This design comes from an exercise in tuning for small area and a short achievable clock period on the open sky130 flow, not from production work.
No functional check of the RTL was part of this run.

--- flow/config.mk ---
export PLATFORM = sky130hd
export DESIGN_NAME = router
export DESIGN_NICKNAME = router
export VERILOG_FILES = /design/flow/design.v
export SDC_FILE = /design/flow/constraint.sdc
export NUM_CORES = 4
export LEC_CHECK = 0
export ABC_CLOCK_PERIOD_IN_PS = 3000
export CAP_MARGIN = 20
export CORE_MARGIN = 2
export CORE_UTILIZATION = 60
export CTS_BUF_LIST = sky130_fd_sc_hd__clkbuf_8 sky130_fd_sc_hd__clkbuf_16
export CTS_CLUSTER_DIAMETER = 70
export CTS_CLUSTER_SIZE = 25
export PLACE_DENSITY = 0.7
export SETUP_SLACK_MARGIN = 4.3
export SLEW_MARGIN = 20
--- flow/constraint.sdc ---
create_clock -name core_clock -period 7.5 [get_ports {clk_i}]
set_input_delay 1.5000 -clock core_clock [delete_from_list [all_inputs] [get_ports {clk_i}]]
set_output_delay 1.5000 -clock core_clock [all_outputs]
set_load 0.01 [all_outputs]
--- flow/design.v ---
module stream_fifo #(
    parameter DATA_WIDTH = 55,
    parameter FIFO_LEN = 8
) (
    input  logic                  ACLK,
    input  logic                  ARESETn,
    input  logic [DATA_WIDTH-1:0] data_i,
    input  logic                  valid_i,
    output logic                  ready_o,
    output logic [DATA_WIDTH-1:0] data_o,        
    output logic                  valid_o,       
    input  logic                  ready_i,       
    output logic [DATA_WIDTH-1:0] mem_head_o,    
    output logic [DATA_WIDTH-1:0] data_next_o,   
    output logic                  valid_next_o,  
    output logic                  push_o,        
    output logic                  single_o       
);
    localparam MEM_LEN = FIFO_LEN - 1;
    localparam CW = $clog2(FIFO_LEN + 1);
    logic [DATA_WIDTH-1:0] head;
    logic [DATA_WIDTH-1:0] mem [MEM_LEN];
    logic [MEM_LEN-1:0]    rptr, wptr;
    logic [CW-1:0]         count;
    logic                  head_valid, not_full;
    logic push, pop, c1, ld_mem, wr_mem;
    logic [DATA_WIDTH-1:0] mem_rd;
    assign data_o  = head;
    assign valid_o = head_valid;
    assign ready_o = not_full;
    assign push   = valid_i & not_full;
    assign pop    = ready_i;
    assign c1     = (count == 1);
    assign ld_mem = pop & !c1;
    assign wr_mem = push & head_valid & !(pop & c1);
    always_comb begin
        mem_rd = '0;
        for (int k = 0; k < MEM_LEN; k++)
            mem_rd = mem_rd | ({DATA_WIDTH{rptr[k]}} & mem[k]);
    end
    assign mem_head_o   = mem_rd;
    assign data_next_o  = pop ? (c1 ? data_i : mem_rd) : (head_valid ? head : data_i);
    assign valid_next_o = push | (head_valid & !(pop & c1));
    assign push_o       = push;
    assign single_o     = c1;
    always_ff @(posedge ACLK) begin
        head <= data_next_o;
    end
    always_ff @(posedge ACLK) begin
        for (int k = 0; k < MEM_LEN; k++)
            if (push && wptr[k])
                mem[k] <= data_i;
    end
    always_ff @(posedge ACLK or negedge ARESETn) begin
        if (!ARESETn) begin
            rptr       <= 1;
            wptr       <= 1;
            count      <= '0;
            head_valid <= 1'b0;
            not_full   <= 1'b1;
        end else begin
            if (ld_mem)
                rptr <= {rptr[MEM_LEN-2:0], rptr[MEM_LEN-1]};
            if (wr_mem)
                wptr <= {wptr[MEM_LEN-2:0], wptr[MEM_LEN-1]};
            head_valid <= valid_next_o;
            if (push && !pop) begin
                count    <= count + 1'b1;
                not_full <= (count != FIFO_LEN - 1);
            end else if (pop && !push) begin
                count    <= count - 1'b1;
                not_full <= 1'b1;
            end
        end
    end
endmodule
module algorithm_selector_XY #(
    parameter MAX_ROUTERS_X = 4,
    parameter MAX_ROUTERS_X_WIDTH
    = $clog2(MAX_ROUTERS_X),
    parameter MAX_ROUTERS_Y = 4,
    parameter MAX_ROUTERS_Y_WIDTH
    = $clog2(MAX_ROUTERS_Y),
    parameter ROUTER_X = 0,
    parameter ROUTER_Y = 0,
    parameter CHANNEL_NUMBER = 5
) (
    input  logic [MAX_ROUTERS_X_WIDTH-1:0] target_x_i,
    input  logic [MAX_ROUTERS_Y_WIDTH-1:0] target_y_i,
    output logic [CHANNEL_NUMBER-1:0]      selector_o
);
    logic [CHANNEL_NUMBER-1:0] cand;
    assign cand[0] = ((target_x_i == ROUTER_X) && (target_y_i == ROUTER_Y));
    assign cand[1] = (target_y_i < ROUTER_Y);
    assign cand[2] = (target_x_i > ROUTER_X);
    assign cand[3] = (target_y_i > ROUTER_Y);
    assign cand[4] = (target_x_i < ROUTER_X);
    always_comb begin
        selector_o = '0;
        for (int i = CHANNEL_NUMBER - 1; i >= 0; i--)
            if (cand[i])
                selector_o = CHANNEL_NUMBER'(1) << i;
    end
endmodule
module arbiter #(
    parameter CHANNEL_NUMBER = 5,
    parameter [CHANNEL_NUMBER-1:0] RESET_PORT = 5'b00010
) (
    input  logic clk_i, rst_n_i,
    input  logic [CHANNEL_NUMBER-1:0]   valid_i,         
    input  logic [CHANNEL_NUMBER-1:0]   single_i,        
    input  logic [CHANNEL_NUMBER-1:0]   push_i,          
    input  logic [CHANNEL_NUMBER-1:0]   header_i,
    input  logic [CHANNEL_NUMBER*CHANNEL_NUMBER-1:0] port_i,
    input  logic [CHANNEL_NUMBER-1:0]   header_in_i,
    input  logic [CHANNEL_NUMBER*CHANNEL_NUMBER-1:0] port_in_i,
    input  logic [CHANNEL_NUMBER-1:0]   header_mem_i,
    input  logic [CHANNEL_NUMBER*CHANNEL_NUMBER-1:0] port_mem_i,
    input  logic [7:0]                  count_i,         
    input  logic                        take_i,
    output logic [CHANNEL_NUMBER-1:0]   grant_o,         
    output logic [CHANNEL_NUMBER-1:0]   grant_next_o,
    output logic                        valid_o,         
    output logic                        header_o,
    output logic [CHANNEL_NUMBER-1:0]   ctrl_o,
    output logic                        valid_next_o,    
    output logic                        header_next_o,
    output logic [CHANNEL_NUMBER-1:0]   ctrl_next_o
);
    localparam CN = CHANNEL_NUMBER;
    logic [7:0]    left [CN];
    logic [CN-1:0] stored [CN];
    logic [CN-1:0] rr_grant;
    logic          last_one, other, to_other, stay_pop;
    logic          g_valid, g_single, g_push, g_hdr, g_hdr_in, g_hdr_mem;
    logic [CN-1:0] g_port, g_port_in, g_port_mem, g_stored;
    logic          n_hdr;
    logic [CN-1:0] n_port, n_stored;
    always_comb begin
        last_one  = 1'b0;
        g_valid   = 1'b0; g_single  = 1'b0; g_push    = 1'b0;
        g_hdr     = 1'b0; g_hdr_in  = 1'b0; g_hdr_mem = 1'b0;
        g_port    = '0;   g_port_in = '0;   g_port_mem = '0; g_stored = '0;
        n_hdr     = 1'b0; n_port    = '0;   n_stored  = '0;
        for (int c = 0; c < CN; c++) begin
            if (grant_o[c]) begin
                last_one   = last_one | (left[c] == 8'd1);
                g_valid    = g_valid    | valid_i[c];
                g_single   = g_single   | single_i[c];
                g_push     = g_push     | push_i[c];
                g_hdr      = g_hdr      | header_i[c];
                g_hdr_in   = g_hdr_in   | header_in_i[c];
                g_hdr_mem  = g_hdr_mem  | header_mem_i[c];
                g_port     = g_port     | port_i[c*CN +: CN];
                g_port_in  = g_port_in  | port_in_i[c*CN +: CN];
                g_port_mem = g_port_mem | port_mem_i[c*CN +: CN];
                g_stored   = g_stored   | stored[c];
            end
            if (rr_grant[c]) begin
                n_hdr    = n_hdr    | header_i[c];
                n_port   = n_port   | port_i[c*CN +: CN];
                n_stored = n_stored | stored[c];
            end
        end
    end
    always_comb begin
        rr_grant = '0;
        for (int g = 0; g < CN; g++) begin
            logic [CN-1:0] pick;
            pick = CN'(1) << g;
            for (int i = CN - 1; i > 0; i--)
                if (valid_i[(g + i) % CN])
                    pick = CN'(1) << ((g + i) % CN);
            if (grant_o[g])
                rr_grant = rr_grant | pick;
        end
    end
    assign other        = |(valid_i & ~grant_o);
    assign to_other     = other & (!take_i | last_one);
    assign stay_pop     = take_i & !to_other;
    assign grant_next_o = to_other ? rr_grant : grant_o;
    logic [CN-1:0] g_stored_next;
    assign g_stored_next = (valid_o && header_o) ? g_port : g_stored;
    logic          p_valid, p_hdr;       
    logic [CN-1:0] p_port;
    logic          s_valid, s_hdr;       
    logic [CN-1:0] s_port;
    always_comb begin
        if (g_single) begin
            p_valid = g_push;
            p_hdr   = g_hdr_in;
            p_port  = g_hdr_in ? g_port_in : g_stored_next;
        end else begin
            p_valid = 1'b1;
            p_hdr   = g_hdr_mem;
            p_port  = g_hdr_mem ? g_port_mem : g_stored_next;
        end
        if (g_valid) begin
            s_valid = 1'b1;
            s_hdr   = g_hdr;
            s_port  = g_hdr ? g_port : g_stored_next;
        end else begin
            s_valid = g_push;
            s_hdr   = g_hdr_in;
            s_port  = g_hdr_in ? g_port_in : g_stored_next;
        end
        if (to_other) begin
            valid_next_o  = 1'b1;
            header_next_o = n_hdr;
            ctrl_next_o   = n_hdr ? n_port : n_stored;
        end else if (take_i) begin
            valid_next_o  = p_valid;
            header_next_o = p_hdr;
            ctrl_next_o   = p_port;
        end else begin
            valid_next_o  = s_valid;
            header_next_o = s_hdr;
            ctrl_next_o   = s_port;
        end
    end
    always_ff @(posedge clk_i or negedge rst_n_i) begin
        if (!rst_n_i) begin
            grant_o  <= 1;
            valid_o  <= 1'b0;
            header_o <= 1'b0;
            ctrl_o   <= '0;
            for (int c = 0; c < CN; c++) begin
                left[c]   <= '0;
                stored[c] <= RESET_PORT;
            end
        end else begin
            grant_o  <= grant_next_o;
            valid_o  <= valid_next_o;
            header_o <= header_next_o;
            ctrl_o   <= ctrl_next_o;
            for (int c = 0; c < CN; c++) begin
                if (grant_o[c]) begin
                    stored[c] <= g_stored_next;
                    if (valid_o && header_o)
                        left[c] <= count_i;
                    else if (take_i)
                        left[c] <= left[c] - 8'd1;
                end
            end
        end
    end
endmodule
module algorithm #(
    parameter CHANNEL_NUMBER = 5
) (
    input  logic clk_i, rst_n_i,
    input  logic                      valid_i,
    input  logic                      header_i,   
    input  logic                      tlast_i,
    input  logic [CHANNEL_NUMBER-1:0] ctrl_i,     
    input  logic                      valid_next_i,
    input  logic                      header_next_i,
    input  logic [CHANNEL_NUMBER-1:0] ctrl_next_i,
    output logic                      take_o,     
    output logic [CHANNEL_NUMBER-1:0] out_valid_o,
    input  logic [CHANNEL_NUMBER-1:0] out_ready_i
);
    logic [CHANNEL_NUMBER-1:0] busy, busy_next;
    assign take_o = |(out_valid_o & out_ready_i);
    always_comb begin
        for (int o = 0; o < CHANNEL_NUMBER; o++)
            busy_next[o] = (valid_i && ctrl_i[o] && out_ready_i[o]) ?
                           (header_i | (busy[o] & !tlast_i)) : busy[o];
    end
    always_ff @(posedge clk_i or negedge rst_n_i) begin
        if (!rst_n_i) begin
            busy        <= '0;
            out_valid_o <= '0;
        end else begin
            busy        <= busy_next;
            out_valid_o <= (valid_next_i && !(header_next_i && |(ctrl_next_i & busy_next))) ?
                           ctrl_next_i : '0;
        end
    end
endmodule
module router #(
    parameter AXIS_DATA_WIDTH = 40,
    parameter ID_WIDTH = 4,
    parameter CHANNEL_NUMBER = 5,
    parameter BUFFER_LENGTH = 8,
    parameter MAX_ROUTERS_X = 4,
    parameter MAX_ROUTERS_X_WIDTH
    = $clog2(MAX_ROUTERS_X),
    parameter MAX_ROUTERS_Y = 4,
    parameter MAX_ROUTERS_Y_WIDTH
    = $clog2(MAX_ROUTERS_Y),
    parameter ROUTER_X = 1,
    parameter ROUTER_Y = 2,
    parameter STRB_WIDTH = AXIS_DATA_WIDTH/8
)(
    input  clk_i, rst_n_i,
    input  logic [CHANNEL_NUMBER*AXIS_DATA_WIDTH-1:0] in_tdata_i,
    input  logic [CHANNEL_NUMBER*STRB_WIDTH-1:0]      in_tstrb_i,
    input  logic [CHANNEL_NUMBER*STRB_WIDTH-1:0]      in_tkeep_i,
    input  logic [CHANNEL_NUMBER-1:0]                 in_tlast_i,
    input  logic [CHANNEL_NUMBER*ID_WIDTH-1:0]        in_tid_i,
    input  logic [CHANNEL_NUMBER-1:0]                 in_tvalid_i,
    output logic [CHANNEL_NUMBER-1:0]                 in_tready_o,
    output logic [CHANNEL_NUMBER*AXIS_DATA_WIDTH-1:0] out_tdata_o,
    output logic [CHANNEL_NUMBER*STRB_WIDTH-1:0]      out_tstrb_o,
    output logic [CHANNEL_NUMBER*STRB_WIDTH-1:0]      out_tkeep_o,
    output logic [CHANNEL_NUMBER-1:0]                 out_tlast_o,
    output logic [CHANNEL_NUMBER*ID_WIDTH-1:0]        out_tid_o,
    output logic [CHANNEL_NUMBER-1:0]                 out_tvalid_o,
    input  logic [CHANNEL_NUMBER-1:0]                 out_tready_i
);
    localparam CN = CHANNEL_NUMBER;
    localparam FLIT_WIDTH = AXIS_DATA_WIDTH + 2*STRB_WIDTH + 1 + ID_WIDTH;
    localparam DATA_LSB = FLIT_WIDTH - AXIS_DATA_WIDTH;
    localparam XYW = MAX_ROUTERS_X_WIDTH + MAX_ROUTERS_Y_WIDTH;
    function automatic [CN-1:0] port_of_origin();
        port_of_origin = '0;
        for (int i = CN - 1; i >= 0; i--) begin
            if ((i == 0 && ROUTER_X == 0 && ROUTER_Y == 0) ||
                (i == 1 && 0 < ROUTER_Y) || (i == 2 && 0 > ROUTER_X) ||
                (i == 3 && 0 > ROUTER_Y) || (i == 4 && 0 < ROUTER_X))
                port_of_origin = CN'(1) << i;
        end
    endfunction
    logic [FLIT_WIDTH-1:0] head_next [CN];
    logic [FLIT_WIDTH-1:0] mem_head [CN];
    logic [CN-1:0]         head_valid;
    logic [CN-1:0]         push, single;
    logic [CN-1:0]         header_next, header_head, header_in, header_mem;
    logic [CN*CN-1:0]      port_next, port_head, port_in, port_mem;
    logic [CN-1:0]         pop;
    logic [CN-1:0]         grant, grant_next;
    logic                  g_valid, g_header, take;
    logic [CN-1:0]         g_ctrl;
    logic                  g_valid_next, g_header_next;
    logic [CN-1:0]         g_ctrl_next;
    logic [FLIT_WIDTH-1:0] g_flit, g_flit_next;
    generate
        genvar i;
        for (i = 0; i < CN; i++) begin : gen_in
            logic [FLIT_WIDTH-1:0] flit;
            assign flit = {
                in_tdata_i[i*AXIS_DATA_WIDTH +: AXIS_DATA_WIDTH],
                in_tstrb_i[i*STRB_WIDTH +: STRB_WIDTH],
                in_tkeep_i[i*STRB_WIDTH +: STRB_WIDTH],
                in_tlast_i[i],
                in_tid_i[i*ID_WIDTH +: ID_WIDTH]
            };
            stream_fifo #(
                .DATA_WIDTH(FLIT_WIDTH),
                .FIFO_LEN(BUFFER_LENGTH)
            ) q (
                .ACLK(clk_i),
                .ARESETn(rst_n_i),
                .data_i(flit),
                .valid_i(in_tvalid_i[i]),
                .ready_o(in_tready_o[i]),
                .data_o(),
                .valid_o(head_valid[i]),
                .ready_i(pop[i]),
                .mem_head_o(mem_head[i]),
                .data_next_o(head_next[i]),
                .valid_next_o(),
                .push_o(push[i]),
                .single_o(single[i])
            );
            assign pop[i] = take & grant[i];
            algorithm_selector_XY #(
               .MAX_ROUTERS_X(MAX_ROUTERS_X), .MAX_ROUTERS_Y(MAX_ROUTERS_Y),
               .ROUTER_X(ROUTER_X), .ROUTER_Y(ROUTER_Y), .CHANNEL_NUMBER(CN)
            ) sel_in (
                .target_x_i(flit[DATA_LSB + MAX_ROUTERS_Y_WIDTH +: MAX_ROUTERS_X_WIDTH]),
                .target_y_i(flit[DATA_LSB +: MAX_ROUTERS_Y_WIDTH]),
                .selector_o(port_in[i*CN +: CN])
            );
            algorithm_selector_XY #(
               .MAX_ROUTERS_X(MAX_ROUTERS_X), .MAX_ROUTERS_Y(MAX_ROUTERS_Y),
               .ROUTER_X(ROUTER_X), .ROUTER_Y(ROUTER_Y), .CHANNEL_NUMBER(CN)
            ) sel_mem (
                .target_x_i(mem_head[i][DATA_LSB + MAX_ROUTERS_Y_WIDTH +: MAX_ROUTERS_X_WIDTH]),
                .target_y_i(mem_head[i][DATA_LSB +: MAX_ROUTERS_Y_WIDTH]),
                .selector_o(port_mem[i*CN +: CN])
            );
            always_ff @(posedge clk_i) begin
                header_head[i]           <= header_next[i];
                port_head[i*CN +: CN]    <= port_next[i*CN +: CN];
            end
            assign header_in[i]  = (flit[ID_WIDTH-1:0] == '0);
            assign header_mem[i] = (mem_head[i][ID_WIDTH-1:0] == '0);
            assign header_next[i] = pop[i] ? (single[i] ? header_in[i] : header_mem[i]) :
                                    (head_valid[i] ? header_head[i] : header_in[i]);
            assign port_next[i*CN +: CN] =
                pop[i] ? (single[i] ? port_in[i*CN +: CN] : port_mem[i*CN +: CN]) :
                         (head_valid[i] ? port_head[i*CN +: CN] : port_in[i*CN +: CN]);
            assign {
                out_tdata_o[i*AXIS_DATA_WIDTH +: AXIS_DATA_WIDTH],
                out_tstrb_o[i*STRB_WIDTH +: STRB_WIDTH],
                out_tkeep_o[i*STRB_WIDTH +: STRB_WIDTH],
                out_tlast_o[i],
                out_tid_o[i*ID_WIDTH +: ID_WIDTH]
            } = g_flit;
        end
    endgenerate
    always_comb begin
        g_flit_next = '0;
        for (int c = 0; c < CN; c++)
            g_flit_next = g_flit_next | ({FLIT_WIDTH{grant_next[c]}} & head_next[c]);
    end
    always_ff @(posedge clk_i) begin
        g_flit <= g_flit_next;
    end
    arbiter #(
        .CHANNEL_NUMBER(CN),
        .RESET_PORT(port_of_origin())
    ) arb (
        .clk_i(clk_i), .rst_n_i(rst_n_i),
        .valid_i(head_valid),
        .single_i(single),
        .push_i(push),
        .header_i(header_head),
        .port_i(port_head),
        .header_in_i(header_in),
        .port_in_i(port_in),
        .header_mem_i(header_mem),
        .port_mem_i(port_mem),
        .count_i(g_flit[DATA_LSB + 2*XYW +: 8]),
        .take_i(take),
        .grant_o(grant),
        .grant_next_o(grant_next),
        .valid_o(g_valid),
        .header_o(g_header),
        .ctrl_o(g_ctrl),
        .valid_next_o(g_valid_next),
        .header_next_o(g_header_next),
        .ctrl_next_o(g_ctrl_next)
    );
    algorithm #(
        .CHANNEL_NUMBER(CN)
    ) alg (
        .clk_i(clk_i), .rst_n_i(rst_n_i),
        .valid_i(g_valid),
        .header_i(g_header),
        .tlast_i(g_flit[ID_WIDTH]),
        .ctrl_i(g_ctrl),
        .valid_next_i(g_valid_next),
        .header_next_i(g_header_next),
        .ctrl_next_i(g_ctrl_next),
        .take_o(take),
        .out_valid_o(out_tvalid_o),
        .out_ready_i(out_tready_i)
    );
endmodule
--- flow/flow/run.sh ---
#!/bin/bash
# The standard layout, with plain buffers (rather than the delay cells
# buffer_ports picks by itself) as the port buffers.
set -uo pipefail
export BUFFER_PORTS_ARGS="-buffer_cell sky130_fd_sc_hd__buf_2"
bash standard.sh > standard.log 2>&1
--- flow/standard.sh ---
#!/bin/bash
# synth_recipe.tcl (not shown) runs the flow's synth.tcl, then flattens the netlist and writes it again
# the make line also repeats each setting of config.mk as NAME=value (left out here)
make -C /OpenROAD-flow-scripts/flow DESIGN_CONFIG=/design/flow/config.mk WORK_HOME=/design/flow/orfs CLKGATE_MAP_FILE= SYNTH_SCRIPT=/design/flow/synth_recipe.tcl "${@:-finish}"
==> results.toml <==
[grt]
grt_pass1_wl_mm = 418
grt_pass1_vias = 55224
grt_overflow = 0
grt_max_degree = 97
grtUsageTotal_pct = 37.2
antenna_found_initial = 93

[power_and_ir_drop]
finalPower_w = 0.0239
p_per_area_nw_per_um2 = 230
p_leak_nw = 34.5
ir_worst_vdd_v = 0.000259

[setup_path]
crit_type = "flop to flop"
critPathArrivalTime_ns = 4.15
cp_max_fo = 8
startpoint_type = "flop"
cp.required_ns = 8.18
end_kind = "flop"

[status]
outcome = "timing/DRC/antenna clean"

[timing]
max_freq_mhz = 288
min_period_ns = 3.47
rsz0062_at_grt = "true"
slew_viol_final = 0
worst_slew_pin_slew_ns = 1.10
hold_viol = 0
relSlewSlack_pct = 26.8
hold_ws_ns = 0.490
timing.final.crit_share_pct = 46.3
setup_tns_ns = 0
finalSetupViolations = 0
clock_skew_ns = 0.0493

[layout]
final_common_cell = "edfxtp_1"
syn_to_final_growth_pct = 12.2
multiInputGateArea_um2 = 20300
register_area_um2 = 70200
post-route-util_pct = 67.6
drive_gt1_share_pct = 23.1
final_cell_mix = "edfxtp_1 (1,955), buf_2 (566), a22oi_1 (522)"
nFillCells = 10227
finalNetCount = 6420

[run]
drv_cap = 0

[logic_synthesis]
yosysSeqAreaShare_pct = 75.7
syn_avg_cell_area_um2 = 16.2
synth-adder-area-share_pct = 0.406
synth_edf_count = 1955
synth-simple-area-share_pct = 3.81
yosys_register_bits = 2472
syn_inst = 5719
synth-compound-area-share_pct = 15.0
syn_area_um2 = 92500
synth-xor-area-share_pct = 0.189
synthMuxAreaShare_pct = 1.18
synthFlopType = "edfxtp_1"
ys_types = 90
synth_top_family_by_area = "compound AO/OA/AOI/OAI gates"
async_flop_share_pct = 7.56
synth.net_count = 6036
ys.warnings.count = 10

[route]
finalWirelength_mm = 305
ant_nets = 0
avgViaCountPerCell = 7.34
vias = 60896
drc = 0
drt_iter0_markers = 11330
dr.pass1.iters = 8
wl_per_cell_um = 36.8

[cts]
clockBufferDepth = 3
cts_hold_buffers = 0
cts_tree = "done"
cts_sinks = 2472
root_buffer = "clkbuf_16"
cts_buffers = 134
clkTransAtPathRegs_ns = 0.09
htreeDepth = 4
worstSkewPairLatency_ns = 0.83

[floorplanning]
boundaryPins = 572
fp.coreArea_um2 = 154000
die_w_um = 397
start_util_pct = 60.2
rows = 144
die-area_um2 = 157000
die_h_um = 397

[place]
place.gp.congestion = 0.930
hpwl_mm = 177
numPortBuffers = 571

[hold_path]
hold_class = "flop to flop"
[final timing paths]
path / start / endpoint / slack (ns) / depth (start not counted)
max: gen_in[3].q.rptr[2] / alg.out_valid_o[0] / 4.03 / 12
min: alg.busy[2] / alg.busy[2] / 0.49 / 2
max reg2reg: gen_in[3].q.rptr[2] / alg.out_valid_o[0] / 4.03 / 12
min reg2reg: alg.busy[2] / alg.busy[2] / 0.49 / 2
max in group asynchronous: rst_n_i / gen_in[1].q.rptr[5] / 5.36 / 2
min in group asynchronous: rst_n_i / alg.busy[2] / 0.76 / 1
[cells in the mapped netlist (all sizes together), types with 13 or more instances]
cell type	n	area share (%)
a21oi	100	0.55
a221o	266	2.9
a221oi	55	0.53
a222oi	299	3.2
a22o	50	0.47
a22oi	593	4.8
a31oi	201	1.4
and2	13	0.088
and3	67	0.45
buf	324	2.3
clkbuf	299	1.2
dfrtp	166	4.5
dfstp	21	0.60
dfxtp	330	7.1
edfxtp	1955	63
ha	30	0.41
inv	44	0.18
mux2	83	1.0
mux2i	15	0.16
nand2	251	1.0
nand3	109	0.59
nand4	23	0.16
nand4b	14	0.13
nor2	114	0.47
nor3	22	0.13
nor3b	14	0.14
nor4	14	0.11
o21ai	73	0.39
xor2	15	0.14
[report_power, final]
group,switching (W),internal [W]
clock network,0.00449,0.00381
logic,0.000473,0.000210
registers,0.0000704,0.0149
total,0.00503,0.0189
[repair_timing]
item / CTS / global route
gates resized for setup: 218 / 117
endpoints found under the setup margin: 359 / 62
pin swaps: 46 / 63
gates cloned: 16 / 17
buffers inserted: 87 / 67
[logic make-up after synthesis]
group / count (synthesis)
xor+xnor: 20
compound gates: 1723
flops: 2472
mux: 98
buf+inv: 668
simple gates: 708
fa+ha+maj: 30
[routing by layer]
layer  part of all wire [%]  GRT usage (%)  up-vias  wire length [µm]
li1                       -              -    24269                 -
met1                     36           53.3    30670            110000
met2                     43           53.3     5144            132000
met3                     15           10.7      751             46700
met4                    5.1           16.7       62             15600
met5                   0.13              0        -               390
[worst max-delay path, cell delays in order, from the launching register on]
cell	delay, ns
dfrtp_4	0.53
a222oi_1	0.51
nand3_2	0.20
nor4_4	0.31
buf_6	0.18
a222oi_1	0.10
buf_4	0.19
and2_4	0.20
a311o_1	0.33
a32oi_2	0.32
a32oi_2	0.13
a21oi_4	0.26
nor3b_2	0.07
[layout make-up]
type	instances	area share, %
inverters	45	0.181
clock buffers	148	3.52
repair buffers	855	5.91
flip-flops and latches	2472	67.6
multi-input cells	2595	19.5
clock inverters	94	0.740
well taps	2044	2.46
diodes	46	0.111
[through the flow]
| step | area, µm² | instances | setup slack [ns] |
|---|---|---|---|
| floorplan | 92800 | 5719 | 4.07 |
| global placement | 95800 | 7824 | 2.21 |
| detailed placement | 95800 | 7824 | 2.14 |
| CTS | 102000 | 8169 | 4.22 |
| global route | 104000 | 8281 | 4.01 |
| finish | 104000 | 8299 | 4.03 |
[sequential cells by signal (all words and copies together), names as in the netlist, 20 cells and up]
register	cells
gen_in.q.mem	1925
gen_in.q.head	275
g_flit	55
arb.left	40
gen_in.q.rptr	35
gen_in.q.wptr	35
arb.stored	25
port_head	25
gen_in.q.count	20

-- port drivers added, routing unchanged --
How much do the figures lean on ideal ports? The routed layout below was timed once more, with nothing changed but the port constraints.
Step 1 assumes that a clkbuf_16 drives the clock port and a buf_2 every other input.
Step 2 adds t to the input delays and takes it off the output delays; t is the mean of the earliest and latest rising clock arrival at the registers after step 1. Input paths then give back, and output paths get back, about the clock's delay inside the block.
Three values: ideal, step 1, step 2; two values: the first two.
shift t [ns]: 0.889
slack for setup (ns): 4.028 / 4.028 / 3.164
slew at the worst register clock pin (ns): 0.10 / 0.10
pins driven straight from the clock port: 1
After both steps setup and hold are still met in this run. The setup slack of this run moves by 0.000 ns with the drivers and by -0.864 ns with both steps.
